From an optimization exercise on the open Yosys and OpenROAD flow, aimed at small area; shortcuts taken in it are not production practice.
The RTL was checked by simulation tests, not by an equivalence proof against the original design.
The flow treats the clock pin as an ideal source, which a real chip does not have.
No activity file was given, so power comes from the tool's default toggle rates.

## design.v

```verilog
`timescale 1ns / 1ps
module periph_top(
    input         clk,
    input         resetn,
    input         req_i,
    input         we_i,
    input  [31:0] addr_i,
    input  [31:0] wdata_i,
    input  [15:0] SW,
    input         BTNU, BTNL, BTNC, BTNR, BTND,
    output        req_m,
    output        we_m,
    output [5:0]  req,
    output        we_d,
    output [2:0]  RDsel_o,
    output [31:0] led_rdata,
    output [31:0] seg_rdata,
    output [31:0] sw_rdata,
    output [15:0] LED,
    output        CA, CB, CC, CD, CE, CF, CG,
    output [7:0]  AN
  );
  wire [2:0] win  = addr_i[14:12];
  wire       base = req_i & addr_i[31] & ~|addr_i[30:15];
  wire       dev  = base & ~(win[2] & win[1]);
  assign req_m   = req_i & ~dev;
  assign we_m    = req_m & we_i;
  assign we_d    = dev & we_i;
  assign req     = {6{dev}} & (6'b1 << win);
  assign RDsel_o = dev ? win + 3'd1 : 3'd0;
  wire [11:0] off = addr_i[11:0];
  reg  [19:0] bt;
  reg         clk_strb;
  wire        bt_tc  = (bt == 20'b01111101001101011001);
  wire        bt_clr = ~resetn | bt_tc;
  always @(posedge clk) begin
    bt       <= ~({bt[18:0], bt[19] ^ bt[16]} | {20{bt_clr}});
    clk_strb <= resetn & (clk_strb ^ bt_tc);
  end
  reg [15:0] LED_reg, data_strb, led_out;
  wire led_a = req[0] & (off == 12'h800);
  wire led_b = req[0] & (off == 12'hF00);
  wire led_wok = we_d & ~|wdata_i[31:16];
  wire        rst   = ~resetn;
  wire [15:0] wd16  = wdata_i[15:0] & {16{resetn}};
  always @(posedge clk) begin
    if ((led_a & led_wok) | rst) LED_reg <= wd16;
    if ((led_b & led_wok) | rst) data_strb <= wd16;
    if (led_a | led_b | rst) led_out <= (led_a & resetn) ? LED_reg : (data_strb & {16{resetn}});
  end
  assign LED = clk_strb ? (LED_reg | data_strb) : (LED_reg & ~data_strb);
  assign led_rdata = {16'b0, led_out};
  reg [31:0] wseg;
  reg        pv;
  reg [7:0]  nsel;         
  wire [7:0] select_seg = ~nsel;
  reg        sv;           
  reg [2:0]  sidx;         
  reg        segw;         
  reg [7:0]  seg_lo;       
  wire [2:0] pidx = seg_lo[6:4];
  wire [3:0] pval = seg_lo[3:0];
  wire [7:0] strb_sel = {8{sv}} & (8'b1 << sidx);
  wire sreq    = req[1];
  wire sw_e    = sreq & we_d;
  wire dig     = (off[11:5] == 7'b0) & (off[1:0] == 2'b0);
  wire o_sel   = (off == 12'h020);
  wire o_strb  = (off == 12'h024);
  wire o_res   = (off == 12'h028);
  wire w4z     = ~|wdata_i[31:4];
  wire w8z     = ~|wdata_i[31:8];
  wire wff     = &wdata_i[7:0];
  wire w74z    = ~|wdata_i[7:4];
  wire       dwr   = sw_e & dig & w4z;
  wire       clr   = rst | (sw_e & o_res);
  wire [3:0] cd    = pval & {4{~clr}};
  integer k;
  always @(posedge clk) begin
    for (k = 0; k < 8; k = k + 1)
      if ((sreq & pv & (pidx == k)) | clr) wseg[4*k +: 4] <= cd;
    if (sreq | rst) begin
      pv     <= resetn & dwr;
      segw   <= resetn & dig;
      seg_lo <= {8{resetn}} & (dig    ? {1'b0, off[4:2], wdata_i[3:0]} :
                               o_sel  ? select_seg :
                               o_strb ? strb_sel : 8'b0);
    end
    if ((sw_e & o_sel & w8z) | clr) nsel <= ~((sw_e & o_res & resetn) ? 8'hFF : wdata_i[7:0] & {8{resetn}});
    if ((sw_e & o_strb & (wff | w74z)) | clr) sv <= resetn & ~(sw_e & o_res) & ~wff & ~wdata_i[3];
  end
  always @(posedge clk)
    if (sw_e & o_strb & w74z) sidx <= wdata_i[2:0];
  assign seg_rdata = segw ? wseg : {24'b0, seg_lo};
  reg [9:0] sc;
  reg       av;            
  reg [2:0] aidx;          
  wire      sc_tc  = (sc == 10'b1100100011);
  wire      sc_clr = ~resetn | sc_tc;
  always @(posedge clk) begin
    sc <= ~({sc[8:0], sc[9] ^ sc[6]} | {10{sc_clr}});
    av <= resetn & (av | sc_tc);
    if (sc_tc) aidx <= {3{av}} & (aidx + 3'd1);
  end
  wire [7:0] anon = {8{av}} & (8'b1 << aidx);
  reg [3:0] cur, prv;
  reg       first;
  always @(posedge clk) begin
    cur   <= {4{resetn}} & ((av & pv & (pidx == aidx)) ? pval : (av ? wseg[4*aidx +: 4] : 4'b0));
    prv   <= cur;
    first <= ~resetn;
  end
  wire [15:0] dhot = 16'b1 << prv;
  wire [6:0]  pat;
  assign pat[6] = |(dhot & 16'b0010100000010010);   
  assign pat[5] = |(dhot & 16'b1101100001100000);   
  assign pat[4] = |(dhot & 16'b1101000000000100);   
  assign pat[3] = |(dhot & 16'b1000010010010010);   
  assign pat[2] = |(dhot & 16'b0000001010111010);   
  assign pat[1] = |(dhot & 16'b0010000010001110);   
  assign pat[0] = |(dhot & 16'b0001000010000011);   
  assign {CA, CB, CC, CD, CE, CF, CG} = pat | {7{first}};
  assign AN = ~(anon & (select_seg | (strb_sel & {8{clk_strb}})));
  reg [15:0] sw_out;
  wire sw_a = req[2] & (off == 12'h000);
  wire sw_b = req[2] & (off == 12'h004);
  always @(posedge clk)
    if (sw_a | sw_b | rst)
      sw_out <= {16{resetn}} & (sw_a ? SW : {11'b0, BTNU, BTNL, BTNC, BTNR, BTND});
  assign sw_rdata = {16'b0, sw_out};
endmodule
```

## flow/run.sh

```bash
#!/bin/bash
# Layout flow: the standard flow (standard.sh) with these changes.
#  - Synthesis is the standard flow's own script, except that its abc call maps the logic
#    with an area-oriented script (flow/area.abc) and the extract_fa pass (which
#    makes half/full-adder cells of small xor/and groups) is skipped. Every
#    other pass, flip-flop mapping included, is the standard one, so the
#    registers are the standard synthesis's.
#  - The port buffers are the smallest buffer cell.
#  - One tie cell drives all the constant outputs (no tie fanout repair).
#  - Clock tree synthesis adds no dummy loads, and afterwards each clock buffer
#    (the leaves first, the root last) is made a clkbuf_4 where the flip-flop
#    clock slew stays under 110 ps (flow/shrink_clk.tcl).
set -euo pipefail
W=$PWD
cat >> config.mk <<'EOC'
export BUFFER_PORTS_ARGS = -buffer_cell sky130_fd_sc_hd__buf_1
export SKIP_REPAIR_TIE_FANOUT = 1
export CTS_ARGS = -sink_clustering_enable -repair_clock_nets -dont_use_dummy_load -buf_list sky130_fd_sc_hd__clkbuf_8
EOC
echo "export POST_CTS_TCL = $W/flow/shrink_clk.tcl" >> config.mk
{
  cat <<'EOT'
proc extract_fa {args} { puts "extract_fa skipped" }
proc abc {args} {
  set i [lsearch -exact $args -script]
  if { $i >= 0 } { lset args [expr {$i + 1}] $::env(AREA_ABC_SCRIPT) }
  yosys abc {*}$args
}
EOT
  cat synth_recipe.tcl
} > area_synth.tcl
sed "s|SYNTH_SCRIPT=[^ ]*|SYNTH_SCRIPT=$W/area_synth.tcl|" standard.sh > area_standard.sh
export AREA_ABC_SCRIPT=$W/flow/area.abc
bash area_standard.sh > standard.log 2>&1
```

## flow/area.abc

```
strash
balance
rewrite
refactor
balance
rewrite
rewrite -z
balance
refactor -z
rewrite -z
balance
balance
rewrite
refactor
balance
rewrite
rewrite -z
balance
refactor -z
rewrite -z
balance
dch -f
amap
mfs2
strash
dch -f
&get -n
&nf -a -R 1000
&put
mfs2
strash
dch -f
&get -n
&nf -a -R 1000
&put
topo
```

## flow/shrink_clk.tcl

```tcl
set small_buf sky130_fd_sc_hd__clkbuf_4
set slew_cap 0.110
proc clk_max_slew {} {
  set m 0.0
  foreach p [get_pins -hierarchical */CLK] {
    set s [get_property $p slew_max]
    if { $s > $m } { set m $s }
  }
  return $m
}
estimate_parasitics -placement
puts "clock buffer resize: max flip-flop clock slew before [clk_max_slew]"
set leaves {}
set roots {}
foreach inst [get_cells -hierarchical clkbuf_*] {
  if { [get_property $inst full_name] == "clkbuf_0_clk" } {
    lappend roots $inst
  } else {
    lappend leaves $inst
  }
}
foreach inst [concat $leaves $roots] {
  set name [get_property $inst full_name]
  set orig [get_property [get_property $inst liberty_cell] name]
  if { $orig == $small_buf } { continue }
  replace_cell $inst $small_buf
  estimate_parasitics -placement
  if { [clk_max_slew] <= $slew_cap } {
    puts "clock buffer resize: $name $orig -> $small_buf"
  } else {
    replace_cell $inst $orig
  }
}
estimate_parasitics -placement
puts "clock buffer resize: max flip-flop clock slew after [clk_max_slew]"
```

## standard.sh

```bash
#!/bin/bash
# synth_recipe.tcl (not shown) runs the flow's synth.tcl, then flattens the netlist and writes it again
# the make line also repeats each setting of config.mk as NAME=value (left out here)
make -C /OpenROAD-flow-scripts/flow DESIGN_CONFIG=/design/flow/config.mk WORK_HOME=/design/flow/orfs CLKGATE_MAP_FILE= SYNTH_SCRIPT=/design/flow/synth_recipe.tcl "${@:-finish}"
```

## config.mk

```make
export PLATFORM = sky130hd
export DESIGN_NAME = periph_top
export DESIGN_NICKNAME = periph_top
export VERILOG_FILES = /design/flow/design.v
export SDC_FILE = /design/flow/constraint.sdc
export NUM_CORES = 4
export LEC_CHECK = 0
export CAP_MARGIN = 20
export CORE_MARGIN = 2
export CORE_UTILIZATION = 60
export SLEW_MARGIN = 20
export BUFFER_PORTS_ARGS = -buffer_cell sky130_fd_sc_hd__buf_1
export SKIP_REPAIR_TIE_FANOUT = 1
export CTS_ARGS = -sink_clustering_enable -repair_clock_nets -dont_use_dummy_load -buf_list sky130_fd_sc_hd__clkbuf_8
export POST_CTS_TCL = /design/flow/flow/shrink_clk.tcl
```

## constraint.sdc

```tcl
create_clock -name core_clock -period 10.0 [get_ports {clk}]
set_input_delay 2.0000 -clock core_clock [delete_from_list [all_inputs] [get_ports {clk}]]
set_output_delay 2.0000 -clock core_clock [all_outputs]
set_load 0.01 [all_outputs]
```

==> qor.yml, run 1 <==
run_status:
  outcome: "no timing/DRC/antenna violations"
power_and_ir_drop:
  vdd_drop_max_uv: 105.0
  p_seq_share_pct: 67.7
  power_density_nw_per_um2: 147.2
  clkPwrFrac_pct: 23.4
  power.total_mw: 1.154
  power_switching_mw: 0.2704
  switching_share_pct: 23.42
  combinationalPowerShare_pct: 8.9
  leakagePower_nw: 2.605
  internal_power_mw: 0.8841
drt:
  drt-wirelength-per-cell_um: 17.51
  num_vias: 5328
  ant_nets: 0
  wl_mm: 16.08
  avgViaCountPerCell: 5.804
  post-route-drc-count: 0
  drt_iter0_drc: 464
  dr.pass1.iters: 5
floorplanning:
  dieWidth_um: 111.7
  core_area_sq_um: 11370
  fp.dieArea_sq_um: 12480
  row_count: 39
  die_y_um: 111.7
  start_util_pct: 61.23
  io_pins: 228
setup_path:
  regToRegSetupSlack_ns: 7.81
  worst-path-buf-inv: 2
  crit_chain: "buf_1, nor4_1, nand4_1, nor2_1, nand2_1, nor3_1, buf_1"
  crit_family: "simple AND/OR/NAND/NOR gates"
  timing.rr.end: "cur[2]"
  worstReg2RegStart: "aidx[2]"
  cp.required_ns: 8.00
  max_stage_delay_ns: 0.57
  ff2ff_path_depth: 7
  crit_type: "in2out"
  crit_slowest_cell: "nor3_1"
  arrival_ns: 3.80
  crit_fanout: 6
  end_kind: "output port"
  cp-start-kind: "primary input"
  crit_top_cell: "buf_1"
place:
  io_buffers: 195
  hpwl_mm: 11.88
  gp_congestion: 0.8923
  place_inst: 900
  placed_area_sq_um: 7700
  pre_cts_slack_ns: 4.173
synthesis:
  synth-seq-cells: 162
  synthFlopType: "edfxtp_1"
  syn_avg_cell_area_sq_um: 11.88
  async_reset_ff_share_pct: 0
  synth.top_cell.area_share_pct: 52.19
  synthesis.nets: 675
  synthTopCellsByCount: "121 x edfxtp_1, 81 x nor2_1, 56 x and2_0"
  yosys.cell_count.top_type: "edfxtp_1"
  synthCells: 586
  synth_area_sq_um: 6962
  synth_cell_types: 44
  yosysTopAreaCell: "edfxtp_1"
  synth_edf_count: 121
  synth_area_leaders: "edfxtp_1 52%, dfxtp_1 12%, and2_0 5.0%"
  yosysWarnings: 1
  yosysSeqAreaShare_pct: 63.98
layout:
  finalNonFillerCells: 918
  syn2layout_area_growth_pct: 12.65
  utilization_pct: 68.98
  largestRegisters: "wseg (32), bt (20)"
  top_register: "wseg"
  fin_nets: 865
  final_area_sq_um: 7843
  largest_register_ffs: 32
  drive_above_1_share_pct: 3.488
sta:
  setup_violations: 0
  hold_ws_ns: 0.3082
  hold_viol_final: 0
  relSlewSlack_pct: 38.95
  tns_ns: 0
  fin_crit_sh_pct: 58.00
  drv_slew: 0
  setup_ws_ns: 4.200
  worst-slew-pin-transition_ns: 0.9158
  period_needed_ns: 5.800
  fmax_mhz: 172.4
  clock_skew_ns: 0.03395
  rsz0062_at_grt: "no"
grt:
  grt_max_degree: 33
  grt_pass1_wl_mm: 25.23
  antenna_found_initial: 0
  overflow: 0
  grt_usage_pct: 25.78
  grt_pass1_vias: 5195
clocking:
  cts_num_sinks: 162
  clk_pin_slew_ns: 0.10
  tritoncts: "yes"
  insertion_delay_ns: 0.54
worst_hold_path:
  hold_class: "reg2reg"
  hold-path-endpoint: "prv[2]"
  hold_start: "cur[2]"
  hold_depth: 0
job:
  maxCapViolCount: 0
## routing by layer
metal | part of all wire [%] | GRT usage [%] | wire length [um]
met4 | 1.3 | 8.807 | 202
met1 | 42 | 33.53 | 6718
met5 | 0 | 0 | 0
met3 | 7.3 | 5.117 | 1169
met2 | 50 | 43.64 | 7984
## cells by family after synthesis
| family | count (synthesis) | synth area share (%) |
|---|---|---|
| AND/OR/NAND/NOR | 256 | 18.96 |
| AO/OA/AOI/OAI | 113 | 11.20 |
| buffers and inverters | 43 | 4.098 |
| flip-flops | 162 | 63.98 |
| XOR/XNOR | 2 | 0.2517 |
| multiplexers | 9 | 1.456 |
| other | 1 | 0.05387 |
## final cells by class
type	instances	area, sq um
timing repair buffer	204	799.5
multi-input combinational	381	2230
tap	143	178.9
antenna	1	2.502
inverter	10	37.54
clock buffer	17	140.1
sequential	162	4454
fill	896	3527
## power groups by stage
| stage | logic (mW) | clock network (mW) | registers (mW) |
|---|---|---|---|
| after detailed placement | 0.103 | 0 | 0.797 |
| after global placement | 0.100 | 0 | 0.795 |
| after floorplan | 0.0622 | 0 | 0.795 |
| after global routing | 0.113 | 0.298 | 0.786 |
| final | 0.102 | 0.270 | 0.782 |
## worst register-to-register path, delay by kind of cell, from the launching register on
kind	cells	cell delay [ns]
simple gates	2	0.16
flops	1	0.64
compound gates	3	0.75
buf+inv	2	0.47
## layout by cell type (no fill, tap or decap), drive strengths merged, types with 5 or more instances in the layout
cell,n
nand3,16
nor2b,11
a21oi,29
nand2b,5
dfxtp,41
nand2,32
nor3,7
buf,204
clkinv,10
a22o,26
edfxtp,121
nor2,81
mux2,9
and2,56
o21ai,20
nor4,13
nand4,11
clkbuf,17
o22ai,7
a222oi,8
and3,8
## how the worst max path moves through the flow
| stage | startpoint | endpoint | slack, ns | depth (start not counted) |
|---|---|---|---|---|
| after floorplan | addr_i[16] | req[0] | 4.77 | 4 |
| final | addr_i[16] | req[1] | 4.20 | 7 |
| after detailed placement | addr_i[16] | req[1] | 4.17 | 7 |
| after global routing | addr_i[16] | req[1] | 3.93 | 7 |
| after global placement | addr_i[16] | req[1] | 4.22 | 7 |
==> run 2, diff against run 1 <==
--- a/config.mk
+++ b/config.mk
@@ -5,10 +5,10 @@
 export SDC_FILE = /design/flow/constraint.sdc
 export NUM_CORES = 4
 export LEC_CHECK = 0
-export CAP_MARGIN = 20
+export CAP_MARGIN = 0
 export CORE_MARGIN = 2
 export CORE_UTILIZATION = 60
-export SLEW_MARGIN = 20
+export SLEW_MARGIN = 0
 export BUFFER_PORTS_ARGS = -buffer_cell sky130_fd_sc_hd__buf_1
 export SKIP_REPAIR_TIE_FANOUT = 1
 export CTS_ARGS = -sink_clustering_enable -repair_clock_nets -dont_use_dummy_load -buf_list sky130_fd_sc_hd__clkbuf_8
==> qor.yml, run 2 <==
sta:
  setup_violations: 0  # unchanged
  rsz0062_at_grt: "no"
  period_needed_ns: 5.801  # +0.001420 ns
  drv_slew: 0  # unchanged
  tns_ns: 0  # unchanged
  relSlewSlack_pct: 18.94  # -20 points
  fmax_mhz: 172.4  # about the same
  setup_ws_ns: 4.199  # -0.001420 ns
  clock_skew_ns: 0.03327  # -0.0006839 ns
  fin_crit_sh_pct: 58.01  # about the same
  hold_viol_final: 0  # unchanged
  worst-slew-pin-transition_ns: 1.203  # +0.2875 ns
drt:
  drt_iter0_drc: 463  # -0.22%
  drt-wirelength-per-cell_um: 17.52  # about the same
  num_vias: 5362  # +0.64%
  post-route-drc-count: 0  # unchanged
  wl_mm: 16.08  # about the same
  avgViaCountPerCell: 5.841  # +0.64%
  ant_nets: 0  # unchanged
  dr.pass1.iters: 6  # +1
layout:
  largestRegisters: "wseg (32), bt (20)"
  utilization_pct: 68.98  # unchanged
  syn2layout_area_growth_pct: 12.65  # unchanged
  final_cell_mix: "195 x buf_1, 121 x edfxtp_1, 81 x nor2_1"
  fin_nets: 865  # unchanged
  final_common_cell: "buf_1"
  top_register: "wseg"
  drive_above_1_share_pct: 3.488  # unchanged
  largest_register_ffs: 32  # unchanged
setup_path:
  arrival_ns: 3.80  # about the same
  crit_top_cell: "buf_1"
  regToRegSetupSlack_ns: 7.81  # about the same
  cp-start-kind: "primary input"
  crit_start: "addr_i[16]"
  crit_slowest_cell: "nor3_1"
  max_stage_delay_ns: 0.57  # about the same
  crit_type: "in2out"
  crit_chain: "buf_1, nor4_1, nand4_1, nor2_1, nand2_1, nor3_1, buf_1"
  crit_fanout: 6  # unchanged
  timing.rr.end: "cur[2]"
  end_kind: "output port"
  ff2ff_path_depth: 7  # unchanged
  worstReg2RegStart: "aidx[2]"
  cp.required_ns: 8.00  # about the same
power_and_ir_drop:
  leakagePower_nw: 2.605  # about the same
  power.total_mw: 1.154  # about the same
  vdd_drop_max_uv: 104.8  # -0.21%
  power_density_nw_per_um2: 147.1  # about the same
floorplanning:
  fp.dieArea_sq_um: 12480  # unchanged
  dieWidth_um: 111.7  # unchanged
  row_count: 39  # unchanged
  start_util_pct: 61.23  # unchanged
  die_y_um: 111.7  # unchanged
  core_area_sq_um: 11370  # unchanged
  io_pins: 228  # unchanged
synthesis:
  synthCells: 586  # unchanged
  synth-seq-cells: 162  # unchanged
  synth_area_sq_um: 6962  # unchanged
  synthFlopType: "edfxtp_1"
  syn_avg_cell_area_sq_um: 11.88  # unchanged
  synth_edf_count: 121  # unchanged
  yosysTopAreaCell: "edfxtp_1"
  synthesis.nets: 675  # unchanged
  synth_area_leaders: "edfxtp_1 52%, dfxtp_1 12%, and2_0 5.0%"
  synth.top_cell.area_share_pct: 52.19  # unchanged
  yosysWarnings: 1  # unchanged
  yosysSeqAreaShare_pct: 63.98  # unchanged
  yosys.cell_count.top_type: "edfxtp_1"
  async_reset_ff_share_pct: 0  # unchanged
  synth_cell_types: 44  # unchanged
  synthTopCellsByCount: "121 x edfxtp_1, 81 x nor2_1, 56 x and2_0"
grt:
  antenna_found_initial: 0  # unchanged
  overflow: 0  # unchanged
  grt_usage_pct: 25.78  # unchanged
  grt_pass1_vias: 5195  # unchanged
  grt_pass1_wl_mm: 25.23  # unchanged
  grt_max_degree: 33  # unchanged
place:
  pre_cts_slack_ns: 4.173  # unchanged
  gp_congestion: 0.8923  # unchanged
  io_buffers: 195  # unchanged
  hpwl_mm: 11.88  # unchanged
clocking:
  tritoncts: "yes"
  cts_num_sinks: 162  # unchanged
  clk_pin_slew_ns: 0.10  # about the same
  insertion_delay_ns: 0.54  # about the same
worst_hold_path:
  hold_start: "cur[2]"
  hold-path-endpoint: "prv[2]"
  hold_depth: 0  # unchanged
  hold_class: "reg2reg"
job:
  maxCapViolCount: 0  # unchanged
run_status:
  outcome: "no timing/DRC/antenna violations"
[run 2: worst max-delay path by stage]
stage | slack [ns] | to | cells past startpoint
floorplan | 4.77 | req[0] | 4
global placement | 4.22 | req[1] | 7
detailed placement | 4.17 | req[1] | 7
global route | 3.93 | req[1] | 7
finish | 4.20 | req[1] | 7
[run 2: worst max-delay path, delay by kind of cell]
family	cells	cell delay [ns]
buffers and inverters	2	0.29
AND/OR/NAND/NOR	5	1.51
[run 2: power breakdown]
part	leakage [nW]	total, mW	internal (mW)	switching [mW]
clock	0.0834	0.270	0.0861	0.184
sequential	1.51	0.782	0.761	0.0203
combinational	1.01	0.102	0.0367	0.0656
total	2.60	1.15	0.884	0.269
[run 2: routing by layer]
layer / global-route usage (%) / wire, um / vias to the layer above
li1: - / - / 2554
met1: 33.53 / 6664 / 2520
met2: 43.64 / 7961 / 269
met3: 5.117 / 1250 / 19
met4: 8.807 / 202 / 0
met5: 0 / 0 / -
[run 2: kinds of logic (layout without fill, tap and decap cells)]
| logic type | after synthesis | count (layout) | share of synthesized area (%) |
|---|---|---|---|
| AO/OA/AOI/OAI | 113 | 113 | 11.20 |
| XOR/XNOR | 2 | 2 | 0.2517 |
| buffers and inverters | 43 | 231 | 4.098 |
| flip-flops | 162 | 162 | 63.98 |
| multiplexers | 9 | 9 | 1.456 |
| other | 1 | 2 | 0.05387 |
| AND/OR/NAND/NOR | 256 | 256 | 18.96 |
[run 2: stage by stage]
stage / cells / hold slack (ns) / instance area [sq um]
2_1_floorplan: 586 / 0.3096 / 6962
3_3_place_gp: 900 / 0.3116 / 7700
3_5_place_dp: 900 / 0.3143 / 7700
5_1_grt: 917 / 0.3215 / 7840
6_report: 918 / 0.3049 / 7843
[run 2: cell type report]
type                    instances  area, sq um
diodes                          1        2.502
clock buffers                  17        140.1
fillers                       896         3527
inverters                      10        37.54
multi-input cells             381         2230
flip-flops and latches        162         4454
well taps                     143        178.9
repair buffers                204        799.5

==> separate check: timing with driven ports <==
In the flow no input, the clock included, has a driving cell. The finished layouts below were timed again as built, in two steps. Step 1 sets driving cells, clkbuf_16 on the clock port and buf_2 on the other inputs (assumed; they add their load-dependent delay and slew). Step 2 times the ports against the registers' clock, not the clock port: input delays grow and output delays shrink by t, the midpoint of the rising clock arrivals with the driver on. Slacks: no drivers / after step 1 / after step 2; pairs: no drivers / after step 1.
run | t, ns | setup WS [ns] | worst hold slack (ns) | worst data-port slew with drivers (ns)
run 1 | 0.564 | 4.200 / 4.178 / 4.178 | 0.308 / 0.308 / 0.308 | 0.05
run 2 | 0.560 | 4.199 / 4.177 / 4.177 | 0.305 / 0.305 / 0.305 | 0.05
After both steps setup and hold are still met in every run listed.
